What follows belongs to an exercise in optimizing a design on an open flow for small area, a short achievable clock period and few clock cycles per item; a production flow would make more cautious choices. Only simulation tests tie the RTL to the original design; equivalence was not proved.

Setup of exp/amber:
==> flow/design.v (excerpt) <==
module fir(
  clock,
  reset,
  calculate,
  data_in,
  data_out,
  data_good
);
Size: ~3700 cells after synthesis, roughly 1000 flip-flops, about 24 I/O pins, roughly 74000 sq um of cells after synthesis.
export LEC_CHECK = 0
export ABC_CLOCK_PERIOD_IN_PS = 2000
export CAP_MARGIN = 20
export CORE_MARGIN = 2
export CORE_UTILIZATION = 65
export SLEW_MARGIN = 20
export SYNTH_HIERARCHICAL = 1
create_clock -name core_clock -period 13.0 [get_ports {clock}]
standard.sh (not shown) runs the stock make flow with config.mk's settings and CLKGATE_MAP_FILE= SYNTH_SCRIPT=/design/flow/synth_recipe.tcl, a recipe that flattens the netlist after the stock synthesis.
==> flow/flow/run.sh <==
#!/bin/bash
set -euo pipefail
MARGIN=$(cat flow/margin.txt)
TNS=$(cat flow/tns.txt)
# synthesis exactly as standard.sh does it
bash standard.sh synth > synth.log 2>&1
# the remaining steps: the same make command with the repair target added
sed -e "s|CLKGATE_MAP_FILE= |CLKGATE_MAP_FILE= SETUP_SLACK_MARGIN=$MARGIN TNS_END_PERCENT=$TNS 'BUFFER_PORTS_ARGS=-buffer_cell sky130_fd_sc_hd__buf_4' |" \
    standard.sh > flow_layout.sh
bash flow_layout.sh finish > layout.log 2>&1
test -f out/final.def
==> flow/flow/margin.txt <==
8.2
==> flow/flow/tns.txt <==
100
Testbench counts of exp/amber, summed over its fixed seeds: cycles 4,000, items 4,000.
#### Input delta (exp/harbor over exp/amber)
- CTS_CLUSTER_DIAMETER now 100, previously not set
- CTS_CLUSTER_SIZE now 30, previously not set
==> summary.txt <==
In summary, exp/harbor completed successfully, with a layout that passed the timing, DRC and antenna checks.
In exp/harbor the clock transition time at the flip-flop clock pins of the worst setup and hold paths turned out 0.06 ns higher than in exp/amber.
Worst hold slack in exp/harbor is 0.021 ns above exp/amber.
In the final reports, the cell area of exp/harbor is smaller than that of exp/amber.
exp/harbor gives less period utilization than exp/amber did.
Taking exp/amber as the reference, in exp/harbor total length of routed met3 wires -6.4%, routed wire length -1.4%, all-layer global routing usage -0.48 points, clock skew +0.010 ns.
For exp/sierra, these inputs were changed with respect to exp/harbor:
- CTS_CLUSTER_SIZE changed from 30 to 24
- ABC_CLOCK_PERIOD_IN_PS changed from 2000 to 4000
Between exp/sierra and exp/harbor, the clock buffer and inverter area fraction after layout does not differ in any meaningful way.
Comparing fmax for exp/harbor and exp/sierra, the bigger number came from exp/harbor.
The global-route usage of exp/harbor and that of exp/sierra are within noise of each other.
Between exp/harbor and exp/sierra, the core utilization does not differ in any meaningful way.
exp/sierra: no failed stages, no open violations at the end
Per the final summary, exp/harbor finished and its layout is clean on timing, DRC and antenna.
exp/harbor has lower TritonCTS buffer count than exp/sierra.
There was hardly any difference in filler cell count between exp/sierra and exp/harbor.
On number of cell rows, exp/harbor tracks exp/sierra almost exactly.
Input-level comparison between exp/indigo and exp/sierra:
- swapping 4000 for 1000 in ABC_CLOCK_PERIOD_IN_PS
--- outcome ---
- exp/indigo finished every stage and its layout cleared the timing, DRC and antenna checks.
- Worst hold slack came out exactly the same in exp/indigo and exp/sierra.
- From exp/indigo to exp/sierra, placement row count did not move at all.
- Comparing exp/indigo against exp/sierra, there is no change at all in highest net fanout along the worst path.

* * *

fir again, from the RTL that the note above started with.
export LEC_CHECK = 0
export ABC_CLOCK_PERIOD_IN_PS = 2000
export CAP_MARGIN = 20
export CORE_MARGIN = 2
export CORE_UTILIZATION = 65
export CTS_CLUSTER_DIAMETER = 100
export CTS_CLUSTER_SIZE = 24
export PLACE_DENSITY = 0.75
export SLEW_MARGIN = 20
export SYNTH_HIERARCHICAL = 1
create_clock -name core_clock -period 13.0 [get_ports {clock}]
Scripts as last shown in full above: flow/flow/run.sh, flow/flow/margin.txt, flow/flow/tns.txt
Testbench counts at the start, summed over its fixed seeds: cycles 4,000, items 4,000.
Next try:
- CTS_CLUSTER_DIAMETER: 100 -> 110
- CTS_CLUSTER_SIZE: 24 -> 27
- PLACE_DENSITY: 0.75 -> not set
Routed wire length goes up by about 1.4%.
Area after synthesis stays the same.
Via count goes up by about 0.8%.
Final area goes down by about 0.3%.
Core utilization goes down by 0.22 points.
Final cell count is about the same.
Synthesized cell count is unchanged.
Next try:
==> flow/flow/margin.txt (replaced) <==
8.5
- CTS_CLUSTER_DIAMETER: 110 -> not set
- CTS_CLUSTER_SIZE: 27 -> not set
After rerunning:
- count of clock-buffer cells in the layout went up by 85
- via count went up by a few percent
- final cell count went up by a few percent
- wire length went up by a few percent
Next try:
==> flow/flow/margin.txt (replaced) <==
8.3
- CTS_CLUSTER_DIAMETER: not set -> 100
- CTS_CLUSTER_SIZE: not set -> 24
Wire length fell by 1.8%. Register-to-register slack is worse by 0.07 ns. Die area is unchanged. Global-route usage shrinks by 0.52 points.
Next try:
==> flow/flow/margin.txt (replaced) <==
8.2
- sequential share of layout area is about the same
- flip-flop and latch count is unchanged
- final area hardly moves
- core utilization is about the same
- routed wire length came out lower by 0.62%

what the ideal ports hide:
No port has a modelled driver above. Below, the same layouts with a new extraction and two added sets of constraints.
Step 1 sets driving cells, clkbuf_16 on the clock port and buf_2 on the other inputs (assumed; they add their load-dependent delay and slew).
Step 2 adds t to the input delays and takes it off the output delays; t is the mean of the earliest and latest rising clock arrival at the registers after step 1. Input paths then give back, and output paths get back, about the clock's delay inside the block.
a / b / c = no drivers / after step 1 / after step 2; a / b = the first two.
| run | shift t [ns] | slack for setup (ns) | clock arrival spread, ns | slew at the worst register clock pin (ns) | cell pins on the clock port's net |
|---|---|---|---|---|---|
| exp/amber | 0.767 | 8.227 / 8.272 / 7.505 | 0.041 / 0.040 | 0.07 / 0.07 | 1 |
| exp/harbor | 0.764 | 8.266 / 8.266 / 7.502 | 0.053 / 0.053 | 0.12 / 0.12 | 1 |
| exp/sierra | 0.758 | 8.246 / 8.245 / 7.487 | 0.037 / 0.037 | 0.11 / 0.11 | 1 |
| exp/indigo | 0.758 | 8.246 / 8.245 / 7.487 | 0.037 / 0.037 | 0.11 / 0.11 | 1 |
| the first run of note 2 | 0.752 | 8.243 / 8.246 / 7.494 | 0.048 / 0.047 | 0.11 / 0.11 | 1 |
| the second run of note 2 | 0.750 | 8.248 / 8.247 / 7.496 | 0.037 / 0.037 | 0.12 / 0.12 | 1 |
| the third run of note 2 | 0.778 | 8.248 / 8.253 / 7.475 | 0.045 / 0.045 | 0.07 / 0.07 | 1 |
| the fourth run of note 2 | 0.754 | 8.232 / 8.236 / 7.481 | 0.061 / 0.061 | 0.11 / 0.11 | 1 |
| the fifth run of note 2 | 0.758 | 8.246 / 8.245 / 7.487 | 0.037 / 0.037 | 0.11 / 0.11 | 1 |
After both steps setup and hold are still met in every run listed. For the third run of note 2, which loses most, drivers alone change the setup slack by +0.005 ns; drivers and shift together by -0.773 ns.
